Context: an optimization exercise on an open-source flow, tuned for small area, a short achievable clock period and few clock cycles. The choices shown serve that exercise and are no tape-out recipe.
No functional check of the RTL was part of any run shown here.

==> flow/design.v, too long to show whole: its modules and the start of the top module <==
// module cmul_lo: 524 lines
// module FFT16_stream: 81 lines
// module sdf_stage: 74 lines
// module times3: 3 lines
// module cmul_a_terms: 8 lines
// module tw2: 64 lines
// module tw3: 114 lines
// module bit_exchange: 38 lines
module FFT16_stream (
	input             i_clk,
	input             i_rst,
	input             i_valid,
	input      [15:0] i_re,
	input      [15:0] i_im,
	output            o_ready,
	output reg        o_valid,
	output reg [15:0] o_re,
	output reg [15:0] o_im
);
  // ...
==> flow/flow/run.sh <==
#!/bin/bash
# standard flow with a larger setup-slack margin for timing repair
sed 's/SETUP_SLACK_MARGIN=5 /SETUP_SLACK_MARGIN=6.7 /' standard.sh > standard_m.sh
bash standard_m.sh > flow.log 2>&1
==> flow/standard.sh <==
#!/bin/bash
# synth_recipe.tcl (not shown) runs the flow's synth.tcl, then flattens the netlist and writes it again
# the make line also repeats each setting of config.mk as NAME=value (left out here)
make -C /OpenROAD-flow-scripts/flow DESIGN_CONFIG=/design/flow/config.mk WORK_HOME=/design/flow/orfs CLKGATE_MAP_FILE= SYNTH_SCRIPT=/design/flow/synth_recipe.tcl "${@:-finish}"
==> flow/config.mk <==
export PLATFORM = sky130hd
export DESIGN_NAME = FFT16_stream
export DESIGN_NICKNAME = FFT16_stream
export VERILOG_FILES = /design/flow/design.v
export SDC_FILE = /design/flow/constraint.sdc
export NUM_CORES = 8
export LEC_CHECK = 0
export CAP_MARGIN = 20
export CORE_MARGIN = 2
export CORE_UTILIZATION = 50
export PLACE_DENSITY = 0.6
export SETUP_SLACK_MARGIN = 5
export SLEW_MARGIN = 20
==> flow/constraint.sdc <==
create_clock -name core_clock -period 10.0 [get_ports {i_clk}]
set_input_delay 2.0000 -clock core_clock [delete_from_list [all_inputs] [get_ports {i_clk}]]
set_output_delay 2.0000 -clock core_clock [all_outputs]
set_load 0.01 [all_outputs]
==> reports/summary.txt, run 1 <==
vias in the first global route: 40.6k
hold path endpoint: u_tw2.b_k[0]
predominant post-synthesis flop cell: dfxtp_1
vias post-DR: 41.5k
antenna fix cells: 0
Congestion Overflow GR: 0
Largest regs: st0.dl_im: 128 flops, st0.dl_re: 128 flops
area of the multi-input gates: 30500 sq um
CP Capture Type: register
post-place instance area: 61500 sq um
complex-gate fraction of the synthesized area: 13.7%
crit-path leading delay family: adder cells
port bufs: 68
busiest grt layer: met2
grt met2 use: 35.7%
Area Overhead vs Synth: 18.2%
Nets: 6869
status: timing/DRC/antenna clean
initial antenna violation count: 1
final non-filler cell total: 7926
Setup crit end: u_tw3.c_b5[0]
met2 WL: 62200 um
Synth Register Bits: 1387
reg-to-reg slack, setup: 6210 ps
CP max stage cell: fa_2
TritonCTS clock tree: done
Max Freq: 264 MHz
worst skew pair latency: 760 ps
root cell of the clock tree: clkbuf_16
Tmin final: 3790 ps
Seq cells: 1387
Synth Instances: 6065
==> run 2, diff against run 1 <==
--- a/flow/config.mk
+++ b/flow/config.mk
@@ -7,7 +7,9 @@
 export LEC_CHECK = 0
 export CAP_MARGIN = 20
 export CORE_MARGIN = 2
-export CORE_UTILIZATION = 50
-export PLACE_DENSITY = 0.6
+export CORE_UTILIZATION = 70
+export CTS_CLUSTER_DIAMETER = 80
+export CTS_CLUSTER_SIZE = 25
+export PLACE_DENSITY = 0.8
 export SETUP_SLACK_MARGIN = 5
 export SLEW_MARGIN = 20
==> run 2 against run 1 <==
Net effect:
- still clean
- synthesized cell count unchanged
- routed wire length increased by 2.1%
- clock-buffer cell count decreased by 108
- design area decreased by 4.9%
- final cell count decreased by 7.0%
- global-route usage increased by 8.0 points
- register-to-register slack improved by 60 ps
==> reports/summary.txt, run 2 <==
Die X: 295 um (was 348 um)
remaining antenna violation count: 0 (unchanged)
CP max stage cell: fa_2 (unchanged)
Max Slew Vio Count: 0 (unchanged)
number of distinct library cells after synthesis: 107 (unchanged)
max-cap violation count: 0 (unchanged)
worst skew pair latency: 670 ps (was 760 ps)
Tmin final: 3730 ps (was 3790 ps)
RSZ-0062 raised after global routing: true (unchanged)
worst setup path class: reg2reg (unchanged)
Worst Max-Slew Pin Slew: 1140 ps (was 956 ps)
period utilization: 37.3% (was 37.9%)
CTS H-tree lvls: 3 (was 4)
Starting Density: 70.7% (was 50.3%)
final non-filler cell total: 7375 (was 7926)
fill cell count: 5329 (was 9976)
ratio of cells with drive above 1 in the final layout: 13.3% (was 16.5%)
Num CTS Buffers: 69 (was 143)
critical path peak fanout: 6 (was 5)
Fin Clk Skew: 38.6 ps (was 26.2 ps)
antenna fix cells: 0 (unchanged)
Synth top area share: 44.5% (unchanged)
predominant post-synthesis flop cell: dfxtp_1 (unchanged)
Area Overhead vs Synth: 12.4% (was 18.2%)
Congestion Overflow GR: 0 (unchanged)
DRT iter0 DRCs: 2787 (was 2180)
Synth area leaders: dfxtp_1 45%, ha_1 10%, xnor2_1 4.4% (unchanged)
count leader, synth: dfxtp_1 (unchanged)
GRT Total Usage: 29.4% (was 21.4%)
vias post-DR: 42.5k (was 41.5k)
Nets: 6799 (was 6869)
Yosys warning count: 22 (unchanged)
required time of the critical path: 10590 ps (was 10630 ps)
Total Wirelength: 134000 um (was 132000 um)
Post-synth EDFFs: 1 (unchanged)
pre-CTS setup slack: 5470 ps (was 5320 ps)
setup TNS: 0 ps (unchanged)
num rows: 106 (was 126)
status: timing/DRC/antenna clean (unchanged)
final hold viol count: 0 (unchanged)
WL/cell: 18.2 um (was 16.6 um)
final setup margin: 6270 ps (was 6210 ps)
Die Span Y: 295 um (was 348 um)
Setup violations, final: 0 (unchanged)
vias per cell: 5.76 (was 5.23)
Synth Instances: 6065 (unchanged)
Startpoint Class: register (unchanged)
commonest non-fill, non-tap cell in the layout: dfxtp_1 (unchanged)
placed cells: 7061 (was 7466)
Reg clk slew, reported paths: 100 ps (was 60 ps)
Synth Register Bits: 1387 (unchanged)
post-synthesis sequential area ratio: 47.4% (unchanged)
pin count of the biggest net entering global routing: 103 (was 95)
Cell Area, Synth: 59300 sq um (unchanged)
Critical Path AT: 4320 ps (was 4410 ps)
CTS sink count: 1387 (unchanged)
clk buf depth: 3 (unchanged)
mean area per synthesized cell: 9.78 sq um (unchanged)
Slew HR: 24.2% (was 36.2%)
hold_ws: 313 ps (was 312 ps)
TritonCTS clock tree: done (unchanged)
die footprint: 87000 sq um (was 121000 sq um)
DP HPWL: 90000 um (was 90500 um)
root cell of the clock tree: clkbuf_16 (unchanged)
Largest regs: st0.dl_im: 128 flops, st0.dl_re: 128 flops (unchanged)
leading area contributor after synthesis: dfxtp_1 (unchanged)
first-pass GRT wire length: 208000 um (was 210000 um)
core area: 83800 sq um (was 118000 sq um)
DRC Markers: 0 (unchanged)
max incr delay on CP: 390 ps (was 470 ps)
first-pass iteration count of the detailed router: 7 (unchanged)
CP Capture Type: register (unchanged)
port bufs: 68 (unchanged)
worst path cell trace: and2_4 -> buf_12 -> nand2_8 -> fa_2 -> buf_4 -> or2_4 -> a21oi_4 -> xnor2_2 -> buf_4 -> mux2i_4 -> buf_6 -> mux2_4 -> a221oi_2 -> nor3_1 -> o31a_1 -> a311oi_2 -> mux2_4 (was and2_4 -> buf_12 -> nand2_8 -> fa_2 -> inv_2 -> fa_2 -> mux2i_4 -> buf_6 -> inv_6 -> ha_4 -> nand2_2 -> nor3_2 -> a311o_1 -> a221o_1 -> a311oi_2 -> a211oi_2 -> nor3_2 -> nor4_2)
Max Freq: 268 MHz (was 264 MHz)
initial antenna violation count: 0 (was 1)
vias in the first global route: 41.0k (was 40.6k)
I/O Pins: 69 (unchanged)
commonest cells in the netlist: 1319 x dfxtp_1, 524 x nor2_1, 495 x nand2_1, 483 x ha_1, 462 x inv_1 (unchanged)
post-synth net total: 6656 (unchanged)
routability congestion estimate: 0.912 (was 0.881)
most frequent cells in the layout: 1303 x dfxtp_1, 513 x nor2_1, 475 x nand2_1 (was 1296 x dfxtp_1, 511 x nor2_1, 477 x nand2_1)
Worst Hold Class: reg2reg (unchanged)
FFs w/ async S/R, synth: 4.83% (unchanged)
## run 2: logic make-up (layout without fill, tap and decap cells)
logic type / Yosys count / count (layout) / share of synthesized area [%]
XOR/XNOR: 397 / 397 / 5.88
AND/OR/NAND/NOR: 1540 / 1540 / 11.7
buffers and inverters: 710 / 886 / 4.55
flip-flops: 1387 / 1387 / 47.4
adder cells (fa/ha/maj): 556 / 556 / 12.7
AO/OA/AOI/OAI: 1270 / 1270 / 13.7
multiplexers: 205 / 205 / 4.07
## run 2: through the flow
stage | util [%] | cell area, sq um
2_1_floorplan | - | 59600
3_3_place_gp | 72.7 | 61000
3_5_place_dp | 72.7 | 61000
4_1_cts | 77.6 | 65000
5_1_grt | 79.5 | 66700
6_report | 79.5 | 66700
## run 2: worst max-delay path: cells and delay by family (launching register included)
family | cells | cell delay [ps]
flops | 1 | 370
buf+inv | 4 | 590
fa+ha+maj | 1 | 390
compound gates | 4 | 1010
xor+xnor | 1 | 90
simple gates | 4 | 540
mux | 3 | 690
## run 2: final timing paths
kind	startpoint	endpoint	slack, ps	cells past startpoint
worst max register to register	st2.q[1]	u_tw3.c_ed[1]	6270	17
min in group asynchronous	i_rst	ph[2]	1970	3
worst max-delay path	st2.q[1]	u_tw3.c_ed[1]	6270	17
max in group asynchronous	i_rst	u_tw3.q[1]	7340	3
worst min-delay path	ex0.b_re[4][13]	ex0.b_re[5][13]	310	0
worst min register to register	ex0.b_re[4][13]	ex0.b_re[5][13]	310	0
## run 2: area by class of cell
type                            instances  area (sq um)  area share (%)
Clock buffer                           86          1850            2.78
Clock inverter                         18           264           0.396
Inverter                              471          1840            2.76
Multi-Input combinational cell       3968         30300            45.4
Sequential cell                      1387         28200            42.2
Tap cell                             1134          1420            2.13
Timing Repair Buffer                  310          2870            4.30
Timing Repair inverter                  1          8.76          0.0131
## run 2: timing repair
item / in CTS / in global routing
gates cloned: 7 / 2
hold buffers: 0 / 0
endpoints found under the hold margin: 0 / 0
resized for setup: 280 / 256
endpoints found under the setup margin: 224 / 147
pin swaps: 91 / 183
buffers inserted: 121 / 80
## run 2: routing by layer
metal	vias up	wire length [um]	track usage, %
li1	20800	-	-
met1	20300	57800	38.3
met2	1048	66400	51.6
met3	290	5330	3.06
met4	0	4840	9.30
met5	-	0	0

afterwards: timing with drivers on the ports:
No port has a modelled driver above. Below, the same layouts with a new extraction and two added sets of constraints.
Step 1 assumes that a clkbuf_16 drives the clock port and a buf_2 every other input.
Step 2 adds t to the input delays and takes it off the output delays; t is the mean of the earliest and latest rising clock arrival at the registers after step 1. Input paths then give back, and output paths get back, about the clock's delay inside the block.
a / b / c = ideal ports / drivers / drivers and shift; a / b = the first two.
run	t (ns)	setup slack, ns	worst hold slack (ns)	latest minus earliest clock arrival (ns)	worst slew at a driven data input, ns
run 1	0.817	6.214 / 6.214 / 6.214	0.312 / 0.312 / 0.312	0.031 / 0.031	0.04
run 2	0.713	6.270 / 6.270 / 6.270	0.313 / 0.313 / 0.313	0.044 / 0.044	0.04
After both steps every run listed still meets setup and hold.
